From an optimization exercise on the open Yosys and OpenROAD flow, aimed at small area, a short achievable clock period and few clock cycles; shortcuts taken in it are not production practice.
Where RTL was checked, it was by simulation tests only, not by an equivalence proof against the original.

==> run R <==
Design mips, start of the top module:
module mips(
    input           clk,
    input           reset,
    output  [31:0]  i_inst_addr,
    input   [31:0]  i_inst_rdata,
    output  [31:0]  m_data_addr,
    output  [31:0]  m_data_wdata,
    output  [3:0]   m_data_byteen,
    output  [31:0]  m_inst_addr,
    input   [31:0]  m_data_rdata,
    output          w_grf_we,
    output  [4:0]   w_grf_addr,
    output  [31:0]  w_grf_wdata,
    output  [31:0]  w_inst_addr
);
    reg         rst_q;
    reg  [31:0] pc_f;
    reg  [31:0] ir, pc_x;
    reg  [31:0] res_m, wd_m, pc_m;
    reg  [3:0]  be_m;
    reg  [4:0]  a3_m;
    reg         ld_m;
    reg  [7:0]  ls_m;            
    reg         we_w;
    reg  [31:0] data_w, pc_w;
    reg  [4:0]  a3_w;
    wire [5:0]  op = ir[31:26];
    wire [5:0]  fn = ir[5:0];
    wire [4:0]  rs = ir[25:21];
    wire [4:0]  rt = ir[20:16];
    wire [4:0]  rd = ir[15:11];
    wire [15:0] imm = ir[15:0];
    wire [2:0]  mdu_fn;
    wire        c_rtype, c_alu_r, c_imm_sx, c_imm, c_lui, c_load, c_store;
    wire        c_beq, c_bne, c_j, c_jal, c_jr, c_jalr, c_md, c_mfhi, c_mflo;
    wire        c_mthi, c_mtlo, c_use_rs, c_use_rt;
    wire [2:0]  c_aluop;
    wire [1:0]  c_width;
    wire [4:0]  c_a3;
    Controller u_ctrl(
        .ins(ir), .rtype(c_rtype), .alu_r(c_alu_r), .imm_sx(c_imm_sx), .use_imm(c_imm),
        .lui(c_lui), .load(c_load), .store(c_store), .beq(c_beq), .bne(c_bne),
        .j(c_j), .jal(c_jal), .jr(c_jr), .jalr(c_jalr), .md(c_md), .md_fn(mdu_fn),
        .mfhi(c_mfhi), .mflo(c_mflo), .mthi(c_mthi), .mtlo(c_mtlo),
        .aluop(c_aluop), .width(c_width), .a3(c_a3), .use_rs(c_use_rs), .use_rt(c_use_rt)
    );
    wire [31:0] grf_rs, grf_rt;
    GRF u_grf(
        .clk(clk), .clr(rst_q),
        .A1(rs), .A2(rt), .A3(a3_w), .WD(data_w),
        .RD1(grf_rs), .RD2(grf_rt)
    );
    wire fw_rs_m = (rs == a3_m) & (a3_m != 5'd0);
    wire fw_rs_w = (rs == a3_w) & (a3_w != 5'd0);
    wire fw_rt_m = (rt == a3_m) & (a3_m != 5'd0);
    wire fw_rt_w = (rt == a3_w) & (a3_w != 5'd0);
    wire [31:0] v_rs = fw_rs_m ? res_m : fw_rs_w ? data_w : grf_rs;
    wire [31:0] v_rt = fw_rt_m ? res_m : fw_rt_w ? data_w : grf_rt;
    wire        mdu_busy;
  ...
Settings: LEC_CHECK=0, CAP_MARGIN=20, CORE_MARGIN=2, CORE_UTILIZATION=40, CTS_BUF_LIST=sky130_fd_sc_hd__clkbuf_8, CTS_CLUSTER_SIZE=20, SLEW_MARGIN=20; clock period 130.0 ns.
run.sh (not shown) runs the stock make flow with config.mk's settings and CLKGATE_MAP_FILE= SYNTH_SCRIPT=/design/flow/synth_recipe.tcl, a recipe that flattens the netlist after the stock synthesis.
==> run E: changes against run R <==
--- a/flow/design.v
+++ b/flow/design.v
@@ -221,15 +221,15 @@
 endmodule
 module BKADD #(parameter N = 33) (
     input  [N-1:0] a, b,
     input          ci,
     output [N-1:0] s,
     output         co
 );
-    localparam LG = $clog2(N + 1);
+    localparam LG = (N >= 64) ? 7 : (N >= 32) ? 6 : (N >= 16) ? 5 : (N >= 8) ? 4 : 3;
     reg [N:0] g, p, cg, cp;    
     integer i, l, d;
     always @(*) begin
         g[0] = ci; p[0] = 1'b0;
         for (i = 0; i < N; i = i + 1) begin
             g[i+1] = a[i] & b[i];
             p[i+1] = a[i] ^ b[i];
@@ -256,119 +256,105 @@
     input      [2:0]  md_fn,           
     input             hi_we, lo_we,
     input      [31:0] A, B,
     output reg [31:0] HI, LO,
     output            busy
 );
     reg  [31:0] M;         
-    reg         ms;        
-    reg         hx;        
     reg         mul;
-    reg         sgn;
-    reg  [2:0]  cnt;       
+    reg  [3:0]  cnt;       
     reg  [1:0]  nch;       
     reg         fix, negq, negr;
-    assign busy = (cnt != 3'd0) | fix;
+    assign busy = (cnt != 4'd0) | fix;
     wire is_div = md_fn[2];
     wire is_uns = md_fn[1];
-    wire        bsg = ~is_uns & B[31];
-    wire [31:0] bx  = B ^ {32{bsg}};
-    wire        b4  = is_uns ? (bx[31:24] != 8'd0) : (bx[31:23] != 9'd0);
-    wire        b3  = is_uns ? (bx[23:16] != 8'd0) : (bx[23:15] != 9'd0);
-    wire        b2  = is_uns ? (bx[15:8]  != 8'd0) : (bx[15:7]  != 9'd0);
-    wire [1:0]  bn  = b4 ? 2'd3 : b3 ? 2'd2 : b2 ? 2'd1 : 2'd0;
-    wire [32:0] m_acc = {hx, HI};
-    wire [32:0] m_m   = {ms, M};
-    wire [7:0]  m_c   = LO[7:0];
-    wire        m_last = (cnt == 3'd1);
-    wire        m_cs  = sgn & m_last;
-    wire [1:0]  m_n   = nch;
-    wire [32:0] mt [0:8];
-    wire [7:0]  mo;
-    assign mt[0] = m_acc;
-    genvar j;
-    for (j = 0; j < 8; j = j + 1) begin : mrow
-        wire        ng = (j == 7) & m_cs & m_c[j];
-        wire [33:0] y  = {34{m_c[j]}} & ({m_m[32], m_m} ^ {34{ng}});
-        wire [33:0] s;
-        wire        co;
-        RADD #(34) u_row(.a({mt[j][32], mt[j]}), .b(y), .ci(ng), .s(s), .co(co));
-        assign mo[j]   = s[0];
-        assign mt[j+1] = s[33:1];
-    end
-    wire [64:0] m_full = {mt[8], mo, LO[31:8]};
-    wire [63:0] m_res =
-        (m_n == 2'd3) ? m_full[63:0] :
-        (m_n == 2'd2) ? {{8{mt[8][32]}},  m_full[63:8]} :
-        (m_n == 2'd1) ? {{16{mt[8][32]}}, m_full[63:16]} :
-                        {{24{mt[8][32]}}, m_full[63:24]};
     wire        as = ~is_uns & A[31];
     wire        bs = ~is_uns & B[31];
     wire [31:0] aa = as ? (32'd0 - A) : A;
     wire [31:0] ab = bs ? (32'd0 - B) : B;
-    wire [1:0]  az = (aa[31:24] != 8'd0) ? 2'd0 :
-                     (aa[23:16] != 8'd0) ? 2'd1 :
+    wire [1:0]  bn = (ab[31:24] != 8'd0) ? 2'd3 : (ab[23:16] != 8'd0) ? 2'd2 :
+                     (ab[15:8]  != 8'd0) ? 2'd1 : 2'd0;
+    wire [1:0]  az = (aa[31:24] != 8'd0) ? 2'd0 : (aa[23:16] != 8'd0) ? 2'd1 :
                      (aa[15:8]  != 8'd0) ? 2'd2 : 2'd3;
     wire [31:0] ash = (az == 2'd0) ? aa :
                       (az == 2'd1) ? {aa[23:0], 8'd0} :
                       (az == 2'd2) ? {aa[15:0], 16'd0} :
                                      {aa[7:0], 24'd0};
-    wire [2:0]  d_cnt = (az == 2'd0) ? 3'd7 : (az == 2'd1) ? 3'd5 :
-                        (az == 2'd2) ? 3'd3 : 3'd1;
-    wire        d_first = start & is_div;
+    wire [31:0] ms [0:8];      
+    wire [31:0] mc [0:8];      
+    wire [7:0]  mo;
+    assign ms[0] = HI;
+    assign mc[0] = 32'd0;
+    genvar j;
+    for (j = 0; j < 8; j = j + 1) begin : mrow
+        wire [31:0] p = M & {32{LO[j]}};
+        wire [31:0] s = ms[j] ^ mc[j] ^ p;
+        wire [31:0] c = (ms[j] & mc[j]) | (p & (ms[j] ^ mc[j]));
+        assign mo[j]     = s[0];
+        assign ms[j+1]   = {c[31], s[31:1]};
+        assign mc[j+1]   = {1'b0, c[30:0]};
+    end
+    wire [31:0] macc;
+    wire        mco;
+    BKADD #(32) u_mcpa(.a(ms[8]), .b(mc[8]), .ci(1'b0), .s(macc), .co(mco));
+    wire [63:0] m_full = {macc, mo, LO[31:8]};
+    wire [63:0] m_res =
+        (nch == 2'd3) ? m_full :
+        (nch == 2'd2) ? {8'd0,  m_full[63:8]} :
+        (nch == 2'd1) ? {16'd0, m_full[63:16]} :
+                        {24'd0, m_full[63:24]};
     wire [31:0] dr [0:4];
     wire [31:0] dq [0:4];
-    wire [31:0] d_d = d_first ? ab : M;
-    assign dr[0] = d_first ? 32'd0 : HI;
-    assign dq[0] = d_first ? ash : LO;
+    assign dr[0] = HI;
+    assign dq[0] = LO;
     for (j = 0; j < 4; j = j + 1) begin : dstep
         wire [32:0] t;
         wire        ok;
-        BKADD #(33) u_sub(.a({dr[j], dq[j][31]}), .b(~{1'b0, d_d}), .ci(1'b1), .s(t), .co(ok));
+        BKADD #(33) u_sub(.a({dr[j], dq[j][31]}), .b(~{1'b0, M}), .ci(1'b1), .s(t), .co(ok));
         assign dr[j+1] = ok ? t[31:0] : {dr[j][30:0], dq[j][31]};
         assign dq[j+1] = {dq[j][30:0], ok};
     end
     wire [31:0] nq, nr;
     RINC #(32) u_nq(.a(~LO), .ci(1'b1), .s(nq));
-    RINC #(32) u_nr(.a(~HI), .ci(1'b1), .s(nr));
+    RINC #(32) u_nr(.a(~HI), .ci(~mul | (LO == 32'd0)), .s(nr));
     always @(posedge clk) begin
         if (clr) begin
             HI <= 32'd0; LO <= 32'd0;
-            mul <= 1'b0; sgn <= 1'b0; cnt <= 3'd0; nch <= 2'd0; fix <= 1'b0;
-            negq <= 1'b0; negr <= 1'b0; hx <= 1'b0; ms <= 1'b0;
+            mul <= 1'b0; cnt <= 4'd0; nch <= 2'd0; fix <= 1'b0;
+            negq <= 1'b0; negr <= 1'b0;
         end else if (start) begin
             mul <= ~is_div;
-            sgn <= ~is_uns;
             if (~is_div) begin
-                M   <= A;
-                ms  <= ~is_uns & A[31];
-                nch <= bn;
-                cnt <= {1'b0, bn} + 3'd1;
-                hx  <= 1'b0;
-                HI  <= 32'd0;
-                LO  <= B;
+                M    <= aa;
+                HI   <= 32'd0;
+                LO   <= ab;
+                nch  <= bn;
+                cnt  <= {2'd0, bn} + 4'd1;
+                fix  <= (as & ~bs & (B != 32'd0)) | (bs & ~as & (A != 32'd0));
+                negq <= 1'b1;
+                negr <= 1'b1;
             end else if (B != 32'd0) begin
                 M    <= ab;
-                HI   <= dr[4];
-                LO   <= dq[4];
-                cnt  <= d_cnt;
+                HI   <= 32'd0;
+                LO   <= ash;
+                cnt  <= {2'd0, ~az, 1'b0} + 4'd2;
                 fix  <= as | bs;
                 negq <= as ^ bs;
                 negr <= as;
             end
         end else if (hi_we) begin
             HI <= A;
         end else if (lo_we) begin
             LO <= A;
-        end else if (cnt != 3'd0) begin
-            cnt <= cnt - 3'd1;
+        end else if (cnt != 4'd0) begin
+            cnt <= cnt - 4'd1;
             if (mul) begin
-                if (cnt == 3'd1) {HI, LO} <= m_res;
+                if (cnt == 4'd1) {HI, LO} <= m_res;
                 else begin
-                    {hx, HI} <= mt[8];
+                    HI <= macc;
                     LO <= {mo, LO[31:8]};
                 end
             end else begin
                 HI <= dr[4];
                 LO <= dq[4];
             end
         end else if (fix) begin
@@ -398,14 +384,15 @@
     reg  [31:0] ir, pc_x;
     reg  [31:0] res_m, wd_m, pc_m;
     reg  [3:0]  be_m;
     reg  [4:0]  a3_m;
     reg         ld_m;
     reg  [7:0]  ls_m;            
     reg         we_w;
+    reg  [4:0]  wa_o;            
     reg  [31:0] data_w, pc_w;
     reg  [4:0]  a3_w;
     wire [5:0]  op = ir[31:26];
     wire [5:0]  fn = ir[5:0];
     wire [4:0]  rs = ir[25:21];
     wire [4:0]  rt = ir[20:16];
     wire [4:0]  rd = ir[15:11];
@@ -496,18 +483,20 @@
         data_w <= ld_data;
         pc_w   <= pc_m;
     end
     always @(posedge clk) begin
         if (reset | rst_q) begin
             be_m <= 4'd0;
             a3_w <= 5'd0;
+            wa_o <= 5'd0;
             we_w <= 1'b0;
         end else begin
             be_m <= stall ? 4'd0 : be_x;
             a3_w <= a3_m;
+            wa_o <= a3_m;
             we_w <= (a3_m != 5'd0);
         end
     end
     always @(posedge clk) begin
         if (rst_q) begin
             a3_m <= 5'd0;
             ld_m <= 1'b0;
@@ -518,11 +507,11 @@
     end
     assign i_inst_addr   = pc_f;
     assign m_data_addr   = res_m;
     assign m_data_wdata  = wd_m;
     assign m_data_byteen = be_m;
     assign m_inst_addr   = pc_m;
     assign w_grf_we      = we_w;
-    assign w_grf_addr    = a3_w;
+    assign w_grf_addr    = wa_o;
     assign w_grf_wdata   = data_w;
     assign w_inst_addr   = pc_w;
 endmodule
==> flow/flow/run.sh (new file) <==
#!/bin/bash
# The standard layout (the standard.sh), except that the port buffers
# that buffer_ports inserts are buf_2 cells instead of its default choice,
# and antenna repair after detailed routing may take more iterations.
export BUFFER_PORTS_ARGS="-buffer_cell sky130_fd_sc_hd__buf_2"
export MAX_REPAIR_ANTENNAS_ITER_DRT=12
bash standard.sh > standard.log 2>&1
==> flow/standard.sh (new file) <==
#!/bin/bash
# synth_recipe.tcl (not shown) runs the flow's synth.tcl, then flattens the netlist and writes it again
# the make line also repeats each setting of config.mk as NAME=value (left out here)
make -C /OpenROAD-flow-scripts/flow DESIGN_CONFIG=/design/flow/config.mk WORK_HOME=/design/flow/orfs CLKGATE_MAP_FILE= SYNTH_SCRIPT=/design/flow/synth_recipe.tcl "${@:-finish}"
- CORE_UTILIZATION: 40 -> 55
- CTS_BUF_LIST: sky130_fd_sc_hd__clkbuf_8 -> sky130_fd_sc_hd__clkbuf_16
- CTS_CLUSTER_DIAMETER: not set -> 100
- PLACE_DENSITY: not set -> 0.7
removed: flow/run.sh
==> impl_metrics.tcl <==
set metrics [dict create \
    ys_ff_latch 1379 \
    grtUsageTotal 0.556 \
    violations "max-capacitance violations, max-slew violations" \
    cp-endpoint "w_grf_wdata[19]" \
    finalMaxSlewViolations 1 \
    n_antenna_cell 64 \
    dr_wl_met3_um 82400 \
    outcome "finished with violations" \
    max-cap-violations 1 \
]
Source of the figures above: run E

==> impl_metrics.tcl <==
set metrics [dict create \
    outcome "no timing/DRC/antenna violations" \
    largest_cell_class "multi-input combinational cells" \
    clock_path_buffers 3 \
    top_power_group "combinational logic" \
    clkCellAreaFrac 0.0483 \
    power_clock_mw 0.411 \
    cpLargestDelayFamily "flip-flops" \
    n_antenna_cell 44 \
    cp-endpoint "w_grf_wdata[9]" \
    ctsRootBufferMaster "clkbuf_8" \
    drtIter0Drc 17100 \
    ys_ff_latch 1381 \
    max-cap-violations 0 \
    finalMaxSlewViolations 0 \
    swShare 0.492 \
]
Source of the figures above: run R

Testbench counts of run E, summed over its fixed seeds: cycles 61,490.
Function not checked in run R: the RTL went through the layout flow alone.

==> afterwards: timing with drivers on the ports <==
How much do the figures lean on ideal ports? The routed layouts below were timed once more, with nothing changed but the port constraints. Step 1 assumes that a clkbuf_16 drives the clock port and a buf_2 every other input. Step 2 also shifts input and output timing later by t, the mid clock arrival at the registers, as if the neighbouring blocks saw the same clock. Three values: no drivers, after step 1, after step 2; two values: the first two.
run	t (ns)	slack for setup (ns)	worst hold slack (ns)	worst setup path at the end	cell pins on the clock port's net
run R	1.123	101.413 / 101.327 / 101.808	0.350 / 0.350 / 0.350	input to register	1
run E	0.835	101.990 / 101.902 / 102.644	0.350 / 0.350 / 0.350	input to register	1
